This design comes from an exercise in tuning for small area and a short achievable clock period on the open sky130 flow, not from production work.
Where RTL was checked, it was by simulation tests only, not by an equivalence proof against the original.
No functional check of the RTL was part of run 1.
No activity file was given, so power comes from the tool's default toggle rates.

`flow/config.mk`:
```
export PLATFORM = sky130hd
export DESIGN_NAME = mcdf
export DESIGN_NICKNAME = mcdf
export VERILOG_FILES = /design/flow/design.v
export SDC_FILE = /design/flow/constraint.sdc
export NUM_CORES = 8
export LEC_CHECK = 0
export CAP_MARGIN = 20
export CORE_MARGIN = 2
export CORE_UTILIZATION = 40
export SLEW_MARGIN = 20
```
`flow/constraint.sdc`:
```
create_clock -name core_clock -period 8.0 [get_ports {clk_i}]
set_input_delay 1.6000 -clock core_clock [delete_from_list [all_inputs] [get_ports {clk_i}]]
set_output_delay 1.6000 -clock core_clock [all_outputs]
set_load 0.01 [all_outputs]
```
`flow/design.v`:
```
module mcdf_chan (
  input             clk_i,
  input             rstn_i,
  input      [31:0] data_i,
  input             vld_i,
  input             en_next_i,    
  input             pop_req_i,    
  output reg        ready_o,
  output     [5:0]  free_o,       
  output            empty_o,
  output reg        val_o,        
  output     [31:0] rdata_o       
);
reg [31:0] mem [0:31];
reg [4:0]  wr_r;       
reg [4:0]  lp_r;       
reg [5:0]  free_r;     
wire push = vld_i & ready_o;
wire pop  = pop_req_i & ~free_r[5];
reg [5:0] free_nx;
always @(*) begin
  case ({push, pop})
    2'b10:   free_nx = free_r - 6'd1;
    2'b01:   free_nx = free_r + 6'd1;
    default: free_nx = free_r;
  endcase
end
always @(posedge clk_i or negedge rstn_i) begin
  if (!rstn_i) begin
    wr_r    <= 5'd0;
    lp_r    <= 5'd31;
    free_r  <= 6'd32;
    ready_o <= 1'b1;
    val_o   <= 1'b0;
  end else begin
    if (push) wr_r <= wr_r + 5'd1;
    if (pop)  lp_r <= lp_r + 5'd1;
    free_r  <= free_nx;
    ready_o <= en_next_i & (free_nx != 6'd0);
    val_o   <= pop;
  end
end
always @(posedge clk_i) begin
  if (ready_o) mem[wr_r] <= data_i;
end
assign rdata_o = mem[lp_r];
assign free_o  = free_r;
assign empty_o = free_r[5];
endmodule
module mcdf(
  input clk_i,
  input rstn_i,
  input [1:0]  cmd_i,
  input [8-1:0] cmd_addr_i,
  input [32-1:0] cmd_data_i,
  output[32-1:0] cmd_data_o,
  input [31:0] ch0_data_i,
  input  ch0_vld_i,
  input [31:0] ch1_data_i,
  input  ch1_vld_i,
  input [31:0] ch2_data_i,
  input  ch2_vld_i,
  output  ch0_ready_o,
  output  ch1_ready_o,
  output  ch2_ready_o,
  input  fmt_grant_i,
  output [1:0] fmt_chid_o,
  output fmt_req_o,
  output [5:0]  fmt_length_o,
  output [31:0] fmt_data_o,
  output fmt_start_o,
  output fmt_end_o );
reg [5:0] cfg0_r, cfg1_r, cfg2_r;      
reg [5:0] mar0_r, mar1_r, mar2_r;      
reg [5:0] rdata_r;                     
wire wr_cmd = (cmd_i == 2'b10);
wire rd_cmd = (cmd_i == 2'b01);
wire wr0 = wr_cmd & (cmd_addr_i == 8'h00);
wire wr1 = wr_cmd & (cmd_addr_i == 8'h04);
wire wr2 = wr_cmd & (cmd_addr_i == 8'h08);
wire [5:0] cfg0_nx = wr0 ? cmd_data_i[5:0] : cfg0_r;
wire [5:0] cfg1_nx = wr1 ? cmd_data_i[5:0] : cfg1_r;
wire [5:0] cfg2_nx = wr2 ? cmd_data_i[5:0] : cfg2_r;
wire [5:0] free0, free1, free2;
always @(posedge clk_i or negedge rstn_i) begin
  if (!rstn_i) begin
    cfg0_r <= 6'h07; cfg1_r <= 6'h07; cfg2_r <= 6'h07;
    mar0_r <= 6'd32; mar1_r <= 6'd32; mar2_r <= 6'd32;
    rdata_r <= 6'd0;
  end else begin
    cfg0_r <= cfg0_nx; cfg1_r <= cfg1_nx; cfg2_r <= cfg2_nx;
    mar0_r <= free0; mar1_r <= free1; mar2_r <= free2;
    if (rd_cmd)
      case (cmd_addr_i)
        8'h00: rdata_r <= cfg0_r;
        8'h04: rdata_r <= cfg1_r;
        8'h08: rdata_r <= cfg2_r;
        8'h10:  rdata_r <= mar0_r;
        8'h14:  rdata_r <= mar1_r;
        8'h18:  rdata_r <= mar2_r;
        default: ;
      endcase
  end
end
assign cmd_data_o = {26'b0, rdata_r};
reg  [1:0] id_r;                  
reg  [3:0] len_r;                 
reg  s_idle, s_req, s_wait, s_start, s_send, s_end;
reg  [5:0] cnt_rec_r, cnt_sen_r;
reg  [2:0] bval_r;
reg  [31:0] buf0_r, buf1_r, buf2_r;
wire id_none = (id_r == 2'b11);
wire id_req  = (s_idle & id_none) | s_end;
wire ge_len  = len_r[0] ? (cnt_rec_r >= 6'd4)  :
               len_r[1] ? (cnt_rec_r >= 6'd8)  :
               len_r[2] ? (cnt_rec_r >= 6'd16) : (cnt_rec_r >= 6'd32);
wire ack     = (s_idle & ~id_none) | (s_req & ~ge_len);
wire send    = s_start | s_send | s_end;
wire empty0, empty1, empty2;
wire val0, val1, val2;
wire [31:0] rd0, rd1, rd2;
mcdf_chan chan0 (.clk_i(clk_i), .rstn_i(rstn_i), .data_i(ch0_data_i), .vld_i(ch0_vld_i),
  .en_next_i(cfg0_nx[0]), .pop_req_i(ack & (id_r == 2'b00)), .ready_o(ch0_ready_o),
  .free_o(free0), .empty_o(empty0), .val_o(val0), .rdata_o(rd0));
mcdf_chan chan1 (.clk_i(clk_i), .rstn_i(rstn_i), .data_i(ch1_data_i), .vld_i(ch1_vld_i),
  .en_next_i(cfg1_nx[0]), .pop_req_i(ack & (id_r == 2'b01)), .ready_o(ch1_ready_o),
  .free_o(free1), .empty_o(empty1), .val_o(val1), .rdata_o(rd1));
mcdf_chan chan2 (.clk_i(clk_i), .rstn_i(rstn_i), .data_i(ch2_data_i), .vld_i(ch2_vld_i),
  .en_next_i(cfg2_nx[0]), .pop_req_i(ack & (id_r == 2'b10)), .ready_o(ch2_ready_o),
  .free_o(free2), .empty_o(empty2), .val_o(val2), .rdata_o(rd2));
wire [1:0] p0 = cfg0_r[2:1], p1 = cfg1_r[2:1], p2 = cfg2_r[2:1];
reg  [1:0] id_nx;
always @(*) begin
  case ({~empty2, ~empty1, ~empty0})
    3'b001:  id_nx = 2'b00;
    3'b010:  id_nx = 2'b01;
    3'b011:  id_nx = (p1 >= p0) ? 2'b00 : 2'b01;
    3'b100:  id_nx = 2'b10;
    3'b101:  id_nx = (p2 >= p0) ? 2'b00 : 2'b10;
    3'b110:  id_nx = (p2 >= p1) ? 2'b01 : 2'b10;
    3'b111:  id_nx = (p2 >= p0 && p1 >= p0) ? 2'b00 :
                     (p2 >= p1 || p1 < p0 && p2 >= p0) ? 2'b01 : 2'b10;
    default: id_nx = 2'b11;
  endcase
end
function [3:0] len_dec(input [2:0] code);
  case (code)
    3'd0:    len_dec = 4'b0001;
    3'd1:    len_dec = 4'b0010;
    3'd2:    len_dec = 4'b0100;
    default: len_dec = 4'b1000;
  endcase
endfunction
reg [3:0] len_nx;
always @(*) begin
  case (id_nx)
    2'b00:   len_nx = len_dec(cfg0_r[5:3]);
    2'b01:   len_nx = len_dec(cfg1_r[5:3]);
    2'b10:   len_nx = len_dec(cfg2_r[5:3]);
    default: len_nx = 4'b1000;
  endcase
end
reg        a2f_val;
reg        bval_sel;
reg [31:0] a2f_data;
reg [31:0] buf_sel;
always @(*) begin
  case (id_r)
    2'b00:   begin a2f_val = val0; a2f_data = rd0; bval_sel = bval_r[0]; buf_sel = buf0_r; end
    2'b01:   begin a2f_val = val1; a2f_data = rd1; bval_sel = bval_r[1]; buf_sel = buf1_r; end
    2'b10:   begin a2f_val = val2; a2f_data = rd2; bval_sel = bval_r[2]; buf_sel = buf2_r; end
    default: begin a2f_val = 1'b0; a2f_data = 32'hffff_ffff; bval_sel = 1'b0; buf_sel = 32'hffff_ffff; end
  endcase
end
wire        take   = ack & (a2f_val | bval_sel);    
wire [31:0] din    = bval_sel ? buf_sel : a2f_data;
wire eq_last = len_r[0] ? (cnt_rec_r == 6'd3)  :
               len_r[1] ? (cnt_rec_r == 6'd7)  :
               len_r[2] ? (cnt_rec_r == 6'd15) : (cnt_rec_r == 6'd31);
wire eq_send = len_r[0] ? (cnt_sen_r == 6'd2)  :
               len_r[1] ? (cnt_sen_r == 6'd6)  :
               len_r[2] ? (cnt_sen_r == 6'd14) : (cnt_sen_r == 6'd30);
always @(posedge clk_i or negedge rstn_i) begin
  if (!rstn_i) begin
    id_r <= 2'b11;
    len_r <= 4'b1000;
    s_idle <= 1'b1; s_req <= 1'b0; s_wait <= 1'b0;
    s_start <= 1'b0; s_send <= 1'b0; s_end <= 1'b0;
    cnt_rec_r <= 6'd0;
    cnt_sen_r <= 6'd0;
    bval_r <= 3'b000;
  end else begin
    if (id_req) begin
      id_r  <= id_nx;
      len_r <= len_nx;
    end
    s_idle  <= (s_idle & ~eq_last) | s_end;
    s_req   <= (s_idle & eq_last) | (s_req & ~ge_len);
    s_wait  <= (s_req & ge_len) | (s_wait & ~fmt_grant_i);
    s_start <= s_wait & fmt_grant_i;
    s_send  <= s_start | (s_send & ~eq_send);
    s_end   <= s_send & eq_send;
    if (id_req)    cnt_rec_r <= 6'd0;
    else if (take) cnt_rec_r <= cnt_rec_r + 6'd1;
    if (id_req)    cnt_sen_r <= 6'd0;
    else if (send) cnt_sen_r <= cnt_sen_r + 6'd1;
    if (ack) begin
      if (id_r == 2'b00 && bval_r[0]) bval_r[0] <= 1'b0;
      if (id_r == 2'b01 && bval_r[1]) bval_r[1] <= 1'b0;
      if (id_r == 2'b10 && bval_r[2]) bval_r[2] <= 1'b0;
    end else begin
      if (id_r == 2'b00 && val0) bval_r[0] <= 1'b1;
      if (id_r == 2'b01 && val1) bval_r[1] <= 1'b1;
      if (id_r == 2'b10 && val2) bval_r[2] <= 1'b1;
    end
  end
end
always @(posedge clk_i) begin
  if (!ack && id_r == 2'b00 && val0) buf0_r <= rd0;
  if (!ack && id_r == 2'b01 && val1) buf1_r <= rd1;
  if (!ack && id_r == 2'b10 && val2) buf2_r <= rd2;
end
reg [31:0] pk [0:31];
wire shift = take | send;
integer i;
always @(posedge clk_i) begin
  if (shift) begin
    for (i = 0; i < 31; i = i + 1)
      pk[i] <= pk[i+1];
    pk[31] <= din;
    if (len_r[0]) pk[3]  <= din;
    if (len_r[1]) pk[7]  <= din;
    if (len_r[2]) pk[15] <= din;
  end
end
assign fmt_data_o   = send ? pk[0] : 32'hffff_ffff;
assign fmt_chid_o   = id_r;
assign fmt_length_o = {len_r, 2'b00};
assign fmt_req_o    = s_req | s_wait;
assign fmt_start_o  = s_start;
assign fmt_end_o    = s_end;
endmodule
```
`flow/run.sh`:
```
#!/bin/bash
# synth_recipe.tcl (not shown) runs the flow's synth.tcl, then flattens the netlist and writes it again
# the make line also repeats each setting of config.mk as NAME=value (left out here)
make -C /OpenROAD-flow-scripts/flow DESIGN_CONFIG=/design/flow/config.mk WORK_HOME=/design/flow/orfs CLKGATE_MAP_FILE= SYNTH_SCRIPT=/design/flow/synth_recipe.tcl finish
```
==> results of run 1 <==
==> worst max-delay path, cell delays in order (launching register included) <==
cell	delay (ps)
dfstp_2	730
inv_2	330
buf_4	340
nor2_4	120
buf_4	600
a21oi_1	160
a21o_1	360
nand2_8	630
buf_4	550
buf_12	710
==> layout make-up <==
type | instances | area [um^2]
well taps | 5265 | 6590
multi-input cells | 2939 | 30900
diodes | 12 | 30.0
flip-flops and latches | 4315 | 129000
repair buffers | 396 | 3170
clock buffers | 538 | 11200
inverters | 79 | 297
fillers | 33000 | 216000
clock inverters | 241 | 2480
==> cell families after synthesis <==
family / count (synthesis) / synth area share
DFF: 4315 / 0.801
muxes: 1211 / 0.120
AOI/OAI and AO/OA: 921 / 0.0398
and+or+nand+nor: 685 / 0.0189
buffers and inverters: 496 / 0.0138
xor gates and xnor gates: 51 / 0.00277
adders and majority gates: 43 / 0.00348
other: 1 / 0.0000233
==> state kept, by name (all words and copies together) (netlist names), 32 cells and up <==
name / cells
chan2.mem: 1024
buf2_r: 32
buf0_r: 32
chan0.mem: 1024
chan1.mem: 1024
pk: 1024
buf1_r: 32
==> how the worst max path moves through the flow <==
stage	startpoint	slack, ps	endpoint	depth (start not counted)
after floorplan	id_r[0]	1580	pk[0][0]	7
after global placement	chan2.lp_r[0]	2800	pk[3][22]	7
after detailed placement	id_r[1]	2820	pk[28][13]	9
after CTS	id_r[1]	2740	pk[27][18]	9
after global routing	id_r[1]	2450	pk[31][18]	9
final	id_r[1]	2670	pk[26][18]	9
==> through the flow <==
stage	total power, mW	std cells	hold WS [ps]	utilization	setup slack (ps)
finish	60.6	13800	363	0.459	2670
CTS	61.2	13800	360	0.460	2740
detailed placement	41.7	13000	396	0.426	2820
global route	63.0	13800	367	0.459	2450
global placement	41.4	13000	397	0.426	2800
floorplan	37.8	7750	353	-	1580
==> placed cells by master, fill, tap and decap left out, drive strengths merged, types with 21 or more instances in the layout <==
master,synthesis,layout
a211oi,91,91
xnor2,41,41
mux4,556,556
mux2i,447,447
inv,79,86
mux2,208,208
nand2b,39,39
clkinv,0,186
a221oi,77,77
bufinv,0,37
dfrtp,86,86
o211ai,47,47
conb,1,28
o21ai,118,118
a31oi,32,32
buf,202,310
ha,40,40
o22ai,103,103
nor2b,29,29
o41ai,22,22
clkdlybuf4s50,0,85
a2111oi,22,22
nor2,282,282
dfstp,37,37
a21o,21,21
a22oi,57,57
a22o,49,49
nand2,227,227
a21oi,197,197
clkbuf,215,539
edfxtp,4192,4192
o221ai,37,37
==> power by group through the flow <==
stage                     Clock [mW]  Sequential [mW]  Combinational, mW
after detailed placement           0             31.5               10.2
after floorplan                    0             31.3               6.51
final                           19.5             31.0               10.1
after global placement             0             31.4               9.99
after CTS                       19.9             31.1               10.2
after global routing            20.8             31.3               10.8
==> routing by layer <==
layer	GRT usage	vias up	wire, um
met5	0	-	80
met1	0.250	40700	157000
li1	-	32500	-
met3	0.0298	561	26000
met2	0.292	2646	179000
met4	0.0513	12	10400
==> flow_summary.toml, run 1 <==
[floorplan]
die_w_um = 638
start_util = 0.403
num_rows = 232
coreArea_mm2 = 0.400
die_h_um = 638
die_area_mm2 = 0.408
io_pins = 222

[cts]
cts.repair.resized = 0
numCtsBuffers = 425
cts_tree = "built"
clock_latency_ps = 1000
htreeDepth = 5
cts_sinks = 4315
clk_pin_slew_worst_paths_ps = 60
clock_tree.root_cell = "clkbuf_16"
ctsHoldBuffers = 0
clk_path_buf_depth = 4
cts_setup_buffers = 0

[detailed_routing]
first_iter_violations = 8228
antenna_left = 0
route.detailed.drc = 0
wire_per_inst_um = 27.1
wl_um = 373000
vias = 76500
avgViaCountPerCell = 5.55
drtPass1Iterations = 6

[sta]
relSlewSlack = 0.168
finalCritPeriodShare = 0.667
setup_violations = 0
rsz0062_at_grt = "no"
slew_viol_final = 0
setup_tns_ps = 0
worstMarginPinSlew_ps = 1240
fin_skew_ps = 105
clock.fmax_ghz = 0.187
min_period_ps = 5330
hold_viol = 0

[worst_setup_path]
cp_data_arrival_time_ps = 5870
critPathMaxFanout = 198
cp.required_ps = 8530
rr_startpoint = "id_r[1]"
worstSetupPathType = "flip-flop to flip-flop"
startpoint_type = "flip-flop"
reg2regPathDepth = 9
r2r_slack_ps = 2670
r2r-end = "pk[26][18]"
endpoint_kind = "flip-flop"

[yosys]
syn_inst = 7723
yosysTopAreaCellShare = 0.782
synth.cell_area_mm2 = 0.161
synthFlopType = "edfxtp_1"
synth_top_area_cell = "edfxtp_1"
yosysSeqAreaShare = 0.801
synthArstFlopShare = 0.0285
synth.distinct_cells = 71
avgSynthCellArea_um2 = 20.8
synthTopCellsByArea = "edfxtp_1 78%, mux4_2 7.8%, mux2i_1 2.8%"
synth-edff-count = 4192
yosysMostFrequentCell = "edfxtp_1"
ys_ff_latch = 4315
yosys_warnings = 3
ys_top_cells_by_count = "4,192 x edfxtp_1, 556 x mux4_2, 447 x mux2i_1"

[cells_and_area]
nets = 8343
layout-drive-gt1-share = 0.219
syn_to_final_growth_pct = 14.1
final_area_mm2 = 0.184

[pwr]
p_int_mw = 44.4
p_sw_mw = 16.3
p_clk_frac = 0.322
p_seq_frac = 0.512
power_density_mw_per_mm2 = 330
combPwrFrac = 0.167
sw_frac_of_total = 0.268
ir_drop_mv = 0.459
p_leak_nw = 57.4

[min_path]
holdCritStartpoint = "pk[7][7]"
hp-class = "flip-flop to flip-flop"
min_to = "pk[6][7]"
hold_depth = 0

[place]
placed_cell_area_mm2 = 0.170
hpwlAfterDp_um = 209000
place.gp.congestion = 0.803
portBuffers = 167

[global_routing]
grt_pass1_vias = 77000
antenna_found_initial = 30
grt_pass1_wl_um = 537000
grt_max_degree = 199
grt_usage = 0.180
gr-total-overflow = 0

[run]
max_cap_viol_count = 0

[status]
status = "finished clean"
==> run 2, diff against run 1 <==
--- a/flow/design.v
+++ b/flow/design.v
@@ -6,4 +6,5 @@
   input             en_next_i,    
   input             pop_req_i,    
+  input             sel_i,        
   output reg        ready_o,
   output     [5:0]  free_o,       
@@ -18,12 +19,10 @@
 wire push = vld_i & ready_o;
 wire pop  = pop_req_i & ~free_r[5];
-reg [5:0] free_nx;
-always @(*) begin
-  case ({push, pop})
-    2'b10:   free_nx = free_r - 6'd1;
-    2'b01:   free_nx = free_r + 6'd1;
-    default: free_nx = free_r;
-  endcase
-end
+wire       f0 = (free_r == 6'd0);
+wire       f1 = (free_r == 6'd1);
+wire       full_nx = ~pop & (f0 | (push & f1));
+wire [5:0] free_m1 = free_r - 6'd1;
+wire [5:0] free_p1 = free_r + 6'd1;
+wire [5:0] free_nx = (push & ~pop) ? free_m1 : (pop & ~push) ? free_p1 : free_r;
 always @(posedge clk_i or negedge rstn_i) begin
   if (!rstn_i) begin
@@ -37,5 +36,5 @@
     if (pop)  lp_r <= lp_r + 5'd1;
     free_r  <= free_nx;
-    ready_o <= en_next_i & (free_nx != 6'd0);
+    ready_o <= en_next_i & ~full_nx;
     val_o   <= pop;
   end
@@ -44,5 +43,13 @@
   if (ready_o) mem[wr_r] <= data_i;
 end
-assign rdata_o = mem[lp_r];
+wire [31:0] rsel = sel_i ? (32'd1 << lp_r) : 32'd0;
+reg  [31:0] rd;
+integer k;
+always @(*) begin
+  rd = 32'd0;
+  for (k = 0; k < 32; k = k + 1)
+    rd = rd | (mem[k] & {32{rsel[k]}});
+end
+assign rdata_o = rd;
 assign free_o  = free_r;
 assign empty_o = free_r[5];
@@ -116,16 +123,18 @@
                len_r[2] ? (cnt_rec_r >= 6'd16) : (cnt_rec_r >= 6'd32);
 wire ack     = (s_idle & ~id_none) | (s_req & ~ge_len);
-wire send    = s_start | s_send | s_end;
+reg  send_r;                      
+reg  req_r;                       
+wire send    = send_r;
 wire empty0, empty1, empty2;
 wire val0, val1, val2;
 wire [31:0] rd0, rd1, rd2;
 mcdf_chan chan0 (.clk_i(clk_i), .rstn_i(rstn_i), .data_i(ch0_data_i), .vld_i(ch0_vld_i),
-  .en_next_i(cfg0_nx[0]), .pop_req_i(ack & (id_r == 2'b00)), .ready_o(ch0_ready_o),
+  .en_next_i(cfg0_nx[0]), .pop_req_i(ack & (id_r == 2'b00)), .sel_i(id_r == 2'b00), .ready_o(ch0_ready_o),
   .free_o(free0), .empty_o(empty0), .val_o(val0), .rdata_o(rd0));
 mcdf_chan chan1 (.clk_i(clk_i), .rstn_i(rstn_i), .data_i(ch1_data_i), .vld_i(ch1_vld_i),
-  .en_next_i(cfg1_nx[0]), .pop_req_i(ack & (id_r == 2'b01)), .ready_o(ch1_ready_o),
+  .en_next_i(cfg1_nx[0]), .pop_req_i(ack & (id_r == 2'b01)), .sel_i(id_r == 2'b01), .ready_o(ch1_ready_o),
   .free_o(free1), .empty_o(empty1), .val_o(val1), .rdata_o(rd1));
 mcdf_chan chan2 (.clk_i(clk_i), .rstn_i(rstn_i), .data_i(ch2_data_i), .vld_i(ch2_vld_i),
-  .en_next_i(cfg2_nx[0]), .pop_req_i(ack & (id_r == 2'b10)), .ready_o(ch2_ready_o),
+  .en_next_i(cfg2_nx[0]), .pop_req_i(ack & (id_r == 2'b10)), .sel_i(id_r == 2'b10), .ready_o(ch2_ready_o),
   .free_o(free2), .empty_o(empty2), .val_o(val2), .rdata_o(rd2));
 wire [1:0] p0 = cfg0_r[2:1], p1 = cfg1_r[2:1], p2 = cfg2_r[2:1];
@@ -166,9 +175,10 @@
 reg [31:0] buf_sel;
 always @(*) begin
+  a2f_data = rd0 | rd1 | rd2;    
   case (id_r)
-    2'b00:   begin a2f_val = val0; a2f_data = rd0; bval_sel = bval_r[0]; buf_sel = buf0_r; end
-    2'b01:   begin a2f_val = val1; a2f_data = rd1; bval_sel = bval_r[1]; buf_sel = buf1_r; end
-    2'b10:   begin a2f_val = val2; a2f_data = rd2; bval_sel = bval_r[2]; buf_sel = buf2_r; end
-    default: begin a2f_val = 1'b0; a2f_data = 32'hffff_ffff; bval_sel = 1'b0; buf_sel = 32'hffff_ffff; end
+    2'b00:   begin a2f_val = val0; bval_sel = bval_r[0]; buf_sel = buf0_r; end
+    2'b01:   begin a2f_val = val1; bval_sel = bval_r[1]; buf_sel = buf1_r; end
+    2'b10:   begin a2f_val = val2; bval_sel = bval_r[2]; buf_sel = buf2_r; end
+    default: begin a2f_val = 1'b0; bval_sel = 1'b0; buf_sel = 32'hffff_ffff; end
   endcase
 end
@@ -190,5 +200,9 @@
     cnt_sen_r <= 6'd0;
     bval_r <= 3'b000;
+    send_r <= 1'b0;
+    req_r <= 1'b0;
   end else begin
+    send_r  <= (s_wait & fmt_grant_i) | s_start | s_send;
+    req_r   <= (s_idle & eq_last) | s_req | (s_wait & ~fmt_grant_i);
     if (id_req) begin
       id_r  <= id_nx;
@@ -217,10 +231,17 @@
 end
 always @(posedge clk_i) begin
-  if (!ack && id_r == 2'b00 && val0) buf0_r <= rd0;
-  if (!ack && id_r == 2'b01 && val1) buf1_r <= rd1;
-  if (!ack && id_r == 2'b10 && val2) buf2_r <= rd2;
+  if (!ack && id_r == 2'b00 && val0) buf0_r <= a2f_data;
+  if (!ack && id_r == 2'b01 && val1) buf1_r <= a2f_data;
+  if (!ack && id_r == 2'b10 && val2) buf2_r <= a2f_data;
 end
 reg [31:0] pk [0:31];
-wire shift = take | send;
+reg [31:0] pk_in_r;
+reg        pk_we_r;
+always @(posedge clk_i or negedge rstn_i) begin
+  if (!rstn_i) pk_we_r <= 1'b0;
+  else         pk_we_r <= take;
+end
+always @(posedge clk_i) pk_in_r <= din;
+wire shift = pk_we_r | send_r;
 integer i;
 always @(posedge clk_i) begin
@@ -228,8 +249,8 @@
     for (i = 0; i < 31; i = i + 1)
       pk[i] <= pk[i+1];
-    pk[31] <= din;
-    if (len_r[0]) pk[3]  <= din;
-    if (len_r[1]) pk[7]  <= din;
-    if (len_r[2]) pk[15] <= din;
+    pk[31] <= pk_in_r;
+    if (len_r[0]) pk[3]  <= pk_in_r;
+    if (len_r[1]) pk[7]  <= pk_in_r;
+    if (len_r[2]) pk[15] <= pk_in_r;
   end
 end
@@ -237,5 +258,5 @@
 assign fmt_chid_o   = id_r;
 assign fmt_length_o = {len_r, 2'b00};
-assign fmt_req_o    = s_req | s_wait;
+assign fmt_req_o    = req_r;
 assign fmt_start_o  = s_start;
 assign fmt_end_o    = s_end;
==> run 2 against run 1 <==
Worst setup slack worse by 1100 ps. Sequential cell count is 35 higher. Clock power fell by 2%. Design area is 1.8% lower. Critical path type unchanged. Critical endpoint is now pk_in_r[2]. Highest routed layer unchanged.
==> flow_summary.toml, run 2 <==
[yosys]
ys_top_cells_by_count = "4,192 x edfxtp_1, 878 x a22oi_1, 442 x and3_1"
yosysMostFrequentCell = "edfxtp_1"
synthTopCellsByArea = "edfxtp_1 81%, a22oi_1 4.2%, and3_1 1.8%"
yosysSeqAreaShare = 0.830
yosys_warnings = 3
avgSynthCellArea_um2 = 18.7
ys_ff_latch = 4350
synth.distinct_cells = 80
synth.cell_area_mm2 = 0.156
synth_top_area_cell = "edfxtp_1"
synthFlopType = "edfxtp_1"
synthArstFlopShare = 0.0290
syn_inst = 8367
yosysTopAreaCellShare = 0.806
synth-edff-count = 4192

[cts]
cts_sinks = 4350
numCtsBuffers = 410
ctsHoldBuffers = 0
cts_setup_buffers = 0
cts_tree = "built"
clock_latency_ps = 980
cts.repair.resized = 0
clk_path_buf_depth = 4
clk_pin_slew_worst_paths_ps = 60
htreeDepth = 5
clock_tree.root_cell = "clkbuf_16"

[floorplan]
start_util = 0.402
num_rows = 229
die_h_um = 629
io_pins = 222
die_w_um = 629
die_area_mm2 = 0.396
coreArea_mm2 = 0.389

[place]
place.gp.congestion = 0.938
hpwlAfterDp_um = 343000
portBuffers = 167
dp.cells = 13700
placed_cell_area_mm2 = 0.167

[min_path]
hp-class = "flip-flop to flip-flop"
hold_depth = 0

[detailed_routing]
route.detailed.drc = 0
drtPass1Iterations = 8
wire_per_inst_um = 42.1
wl_um = 613000
avgViaCountPerCell = 6.72
vias = 97900
antenna_left = 0
first_iter_violations = 20200

[cells_and_area]
nets = 9152
layout-drive-gt1-share = 0.156
final_area_mm2 = 0.180
final_cell_mix = "4,192 x edfxtp_1, 878 x a22oi_1, 439 x and3_1"
final_core_util = 0.464
mostFrequentLayoutCell = "edfxtp_1"
instances_no_fill = 14600
syn_to_final_growth_pct = 15.4

[sta]
slew_viol_final = 0
hold_viol = 0
worstMarginPinSlew_ps = 1350
min_period_ps = 6430
relSlewSlack = 0.0953
clock.fmax_ghz = 0.155
rsz0062_at_grt = "no"
timing.hold.ws_ps = 401
fin_skew_ps = 97.2
setup_tns_ps = 0
finalCritPeriodShare = 0.804
setup_violations = 0

[pwr]
p_int_mw = 42.3
p_clk_frac = 0.328
p_sw_mw = 15.8
power_density_mw_per_mm2 = 322
combPwrFrac = 0.137
p_leak_nw = 59.1
sw_frac_of_total = 0.272
ir_drop_mv = 0.341
p_seq_frac = 0.535

[worst_setup_path]
critPathMaxFanout = 51
cp_data_arrival_time_ps = 7230
reg2regPathDepth = 8
rr_startpoint = "id_r[1]"
startpoint_type = "flip-flop"
crit_end = "pk_in_r[2]"
endpoint_kind = "flip-flop"
crit_start = "id_r[1]"
r2r_slack_ps = 1570
cp.required_ps = 8800
worstSetupPathType = "flip-flop to flip-flop"
r2r-end = "pk_in_r[2]"

[status]
status = "finished clean"

[global_routing]
grt_pass1_vias = 88900
gr-total-overflow = 0
grt_usage = 0.301
grt_max_degree = 199
grt_pass1_wl_um = 801000
antenna_found_initial = 76

[run]
max_cap_viol_count = 0
run 2: cell count changes after synthesis, sizes merged, moves of 82 or more:
cell	previous run	this run
mux2i	447	47
a21oi	197	56
and3	9	442
o22ai	103	4
a211oi	91	9
nand3	15	222
clkbuf	215	335
mux4	556	0
a2111oi	22	139
a22oi	57	878
nand4	14	217
run 2: cells by family after synthesis:
kind of cell | count (synthesis) | share of synthesized area
simple gates | 1757 | 0.0626
buf+inv | 505 | 0.0138
other cells | 1 | 0.0000240
compound gates | 1446 | 0.0716
xor+xnor | 50 | 0.00280
flops | 4350 | 0.830
fa+ha+maj | 55 | 0.00441
mux | 203 | 0.0143
run 2: area by class of cell:
| type | count | area, um^2 |
|---|---|---|
| Antenna cell | 82 | 205 |
| Sequential cell | 4350 | 130000 |
| Timing Repair Buffer | 606 | 5010 |
| Tap cell | 5197 | 6500 |
| Fill cell | 32400 | 208000 |
| Multi-Input combinational cell | 3539 | 25800 |
| Clock buffer | 517 | 10800 |
| Clock inverter | 232 | 2090 |
| Inverter | 46 | 173 |
run 2: worst max-delay path, stage by stage (launching register included):
cell,delay [ps]
dfstp_4,1130
or3_1,850
nor2_4,270
buf_4,410
a222oi_1,1090
nand3_1,140
nor4_1,910
nand3_1,890
mux2_2,560
run 2: how the worst min path moves through the flow:
stage	startpoint	end	slack (ps)
floorplan	chan0.free_r[5]	mar0_r[5]	350
global placement	pk[1][29]	pk[0][29]	400
detailed placement	pk[1][20]	pk[0][20]	400
CTS	pk[10][30]	pk[9][30]	410
global route	pk[10][30]	pk[9][30]	410
finish	pk[19][28]	pk[18][28]	400
run 2: metrics by stage:
stage / total power [mW] / worst slack, ps
after global routing: 59.4 / 1840
after detailed placement: 39.0 / 2220
after floorplan: 35.0 / -526
final: 58.1 / 1570
after CTS: 57.7 / 2220
after global placement: 38.7 / 2140
run 2: power by group through the flow:
stage / sequential [mW] / clock [mW] / combinational (mW)
after floorplan: 31.6 / 0 / 3.45
after detailed placement: 31.6 / 0 / 7.47
after global placement: 31.4 / 0 / 7.29
after CTS: 31.1 / 19.1 / 7.49
after global routing: 31.4 / 20.0 / 8.02
final: 31.1 / 19.1 / 7.98
run 2: layer usage:
| layer | vias up | wire [um] | GRT usage |
|---|---|---|---|
| met4 | 26 | 59700 | 0.231 |
| met1 | 49200 | 199000 | 0.374 |
| met5 | - | 701 | 0.0122 |
| met2 | 10500 | 248000 | 0.417 |
| met3 | 2719 | 106000 | 0.122 |
| li1 | 35500 | - | - |
==> run 3, diff against run 2 <==
--- a/flow/config.mk
+++ b/flow/config.mk
@@ -9,3 +9,4 @@
 export CORE_MARGIN = 2
 export CORE_UTILIZATION = 40
+export SETUP_SLACK_MARGIN = 4.5
 export SLEW_MARGIN = 20
==> run 3 against run 2 <==
Synthesized cell count unchanged. Die area unchanged. Sequential share of layout area decreased by 4.2 points. Combinational power increased by 38%. Design area increased by 6.3%. Cell count increased by 3.4%. Non-clock buffer count increased by 475. Via count increased by 5.1%. Worst hold slack got worse by 20 ps. Core utilization increased by 2.9 points. First-iteration DRC count increased by 8.8%. Highest routed layer unchanged.
==> flow_summary.toml, run 3 <==
[cts]
numCtsBuffers = 414
cts_sinks = 4350
clk_path_buf_depth = 4
clock_latency_ps = 980
ctsHoldBuffers = 0
clock_tree.root_cell = "clkbuf_16"
htreeDepth = 5
clk_pin_slew_worst_paths_ps = 70
cts_tree = "built"

[run]
max_cap_viol_count = 0

[worst_setup_path]
endpoint_kind = "flip-flop"
r2r_slack_ps = 3640
crit_top_cell = "buf_12"
startpoint_type = "flip-flop"
critPathSlowestCell = "a222oi_1"
cp.required_ps = 8770
cp_data_arrival_time_ps = 5130
path_cells = "buf_12 -> buf_12 -> nand4bb_4 -> buf_4 -> nor2_2 -> buf_6 -> a222oi_1 -> nand4_1 -> nor4_4 -> nand3_4 -> buf_12 -> mux2_4"
worstSetupPathType = "flip-flop to flip-flop"
critPathMaxFanout = 16
max_stage_delay_ps = 1070

[yosys]
synth_compound_area_frac = 0.0716
synthTopCellsByArea = "edfxtp_1 81%, a22oi_1 4.2%, and3_1 1.8%"
synthArstFlopShare = 0.0290
synth.cell_area_mm2 = 0.156
yosysMostFrequentCell = "edfxtp_1"
yosys_warnings = 3
synth_top_area_cell = "edfxtp_1"
yosys.area_share.adder = 0.00441
synthFlopType = "edfxtp_1"
synthSimpleGateAreaFrac = 0.0626
yosysSeqAreaShare = 0.830
synth-edff-count = 4192
syn_inst = 8367
ys_ff_latch = 4350
synth_xor_area_frac = 0.00280
yosysTopAreaCellShare = 0.806
ys_top_cells_by_count = "4,192 x edfxtp_1, 878 x a22oi_1, 442 x and3_1"
muxShareOfSynthArea = 0.0143
avgSynthCellArea_um2 = 18.7
synth_top_family_by_area = "compound AO/OA/AOI/OAI gates"
synth.distinct_cells = 80

[sta]
rsz0062_at_grt = "yes"
worstMarginPinSlew_ps = 1290
hold_viol = 0
fin_skew_ps = 105
finalCritPeriodShare = 0.545
min_period_ps = 4360
relSlewSlack = 0.141
setup_violations = 0
slew_viol_final = 0
timing.hold.ws_ps = 381
clock.fmax_ghz = 0.229

[place]
hpwlAfterDp_um = 344000
place.gp.congestion = 0.950
portBuffers = 167

[detailed_routing]
drtPass1Iterations = 8
vias = 103000
wl_met1_um = 206000
highest_layer = "met5"
met3WireLength_um = 120000
first_iter_violations = 21900
wire_per_inst_um = 43.6
route.met2.wl_um = 261000
antenna_left = 0
avgViaCountPerCell = 6.83
route.detailed.drc = 0
wl_um = 658000

[cells_and_area]
final_cell_mix = "4,192 x edfxtp_1, 807 x a22oi_1, 537 x buf_4"
mostFrequentLayoutCell = "edfxtp_1"
final_core_util = 0.493
syn_to_final_growth_pct = 22.7
nets = 9635
layout-drive-gt1-share = 0.247

[floorplan]
num_rows = 229
coreArea_mm2 = 0.389
start_util = 0.402
die_w_um = 629
io_pins = 222
die_area_mm2 = 0.396
die_h_um = 629

[pwr]
power_density_mw_per_mm2 = 322
ir_drop_mv = 0.307
p_leak_nw = 64.1
power_mw = 61.7

[global_routing]
gr-total-overflow = 0
grt_usage = 0.320
grt_max_degree = 180
antenna_found_initial = 80
grt_pass1_wl_um = 848000
grt_pass1_vias = 93000

[min_path]
hp-class = "flip-flop to flip-flop"

[status]
status = "finished clean"
## run 3: cells by family after synthesis
logic type | Yosys count
compound gates | 1446
buf+inv | 505
mux | 203
other cells | 1
xor+xnor | 50
simple gates | 1757
flops | 4350
fa+ha+maj | 55
## run 3: layer usage
metal  vias to the layer above  global-route usage
met5                         -             0.00254
met1                     51100               0.381
li1                      36500                   -
met4                        20               0.259
met2                     11800               0.437
met3                      3433               0.158
## run 3: critical path, delay by kind of cell, from the launching register on
| kind | cells | cell delay [ps] |
|---|---|---|
| simple gates | 5 | 1330 |
| compound gates | 1 | 1070 |
| mux | 1 | 260 |
| flops | 1 | 640 |
| buf+inv | 5 | 830 |
## run 3: timing repair
action,4_1_cts,5_1_grt
gates cloned,45,9
setup endpoints to repair,524,384
buffers inserted,321,97
endpoints found under the hold margin,0,0
gates resized for setup,1151,287
pin swaps,206,166
## run 3: area by class of cell
class | count | area (um^2)
well taps | 5197 | 6500
multi-input cells | 3543 | 29500
flip-flops and latches | 4350 | 130000
diodes | 98 | 245
repair buffers | 1081 | 12200
clock inverters | 230 | 2350
fillers | 31200 | 197000
inverters | 46 | 176
clock buffers | 526 | 11000
## run 3: report_power, final
part / internal, mW / switching [mW] / total [mW]
logic: 3.62 / 7.33 / 11.0
registers: 29.9 / 1.18 / 31.0
clock network: 11.1 / 8.56 / 19.7
## run 3: final timing paths
path | startpoint | endpoint | cells after the start
setup reg to reg | id_r[1] | pk_in_r[2] | 12
setup / recovery | id_r[1] | pk_in_r[2] | 12
min in group asynchronous | rstn_i | req_r | 1
max in group asynchronous | rstn_i | chan0.wr_r[2] | 2
hold / removal | pk[26][29] | pk[25][29] | 0
hold reg to reg | pk[26][29] | pk[25][29] | 0
## run 3: metrics by stage
stage | setup slack, ps | setup TNS, ps | std cells | instance area, um^2
2_1_floorplan | -526 | -538340 | 8394 | 156000
3_3_place_gp | 2320 | 0 | 13700 | 167000
3_5_place_dp | 2240 | 0 | 13700 | 167000
4_1_cts | 3920 | 0 | 14900 | 189000
5_1_grt | 3740 | 0 | 15000 | 191000
6_report | 3640 | 0 | 15100 | 192000

[re-timing with driven ports]
No port has a modelled driver above. Below, the same layouts with a new extraction and two added sets of constraints. Step 1 sets driving cells, clkbuf_16 on the clock port and buf_2 on the other inputs (assumed; they add their load-dependent delay and slew). Step 2, shift: input delay + t, output delay - t, t = (earliest + latest rising clock arrival at the registers) / 2. This alone moves slack from input paths to output paths. Slacks: no drivers / after step 1 / after step 2; pairs: no drivers / after step 1.
| run | shift t [ns] | setup WS [ns] | worst setup path after step 2 | slew at the worst register clock pin (ns) | cell pins on the clock port's net |
|---|---|---|---|---|---|
| run 1 | 1.061 | 2.666 / 2.666 / 2.666 | register to register | 0.07 / 0.07 | 1 |
| run 2 | 1.051 | 1.569 / 1.569 / 1.569 | register to register | 0.07 / 0.07 | 1 |
| run 3 | 1.044 | 3.641 / 3.641 / 3.641 | register to register | 0.07 / 0.07 | 1 |
After both steps every run listed still meets setup and hold.
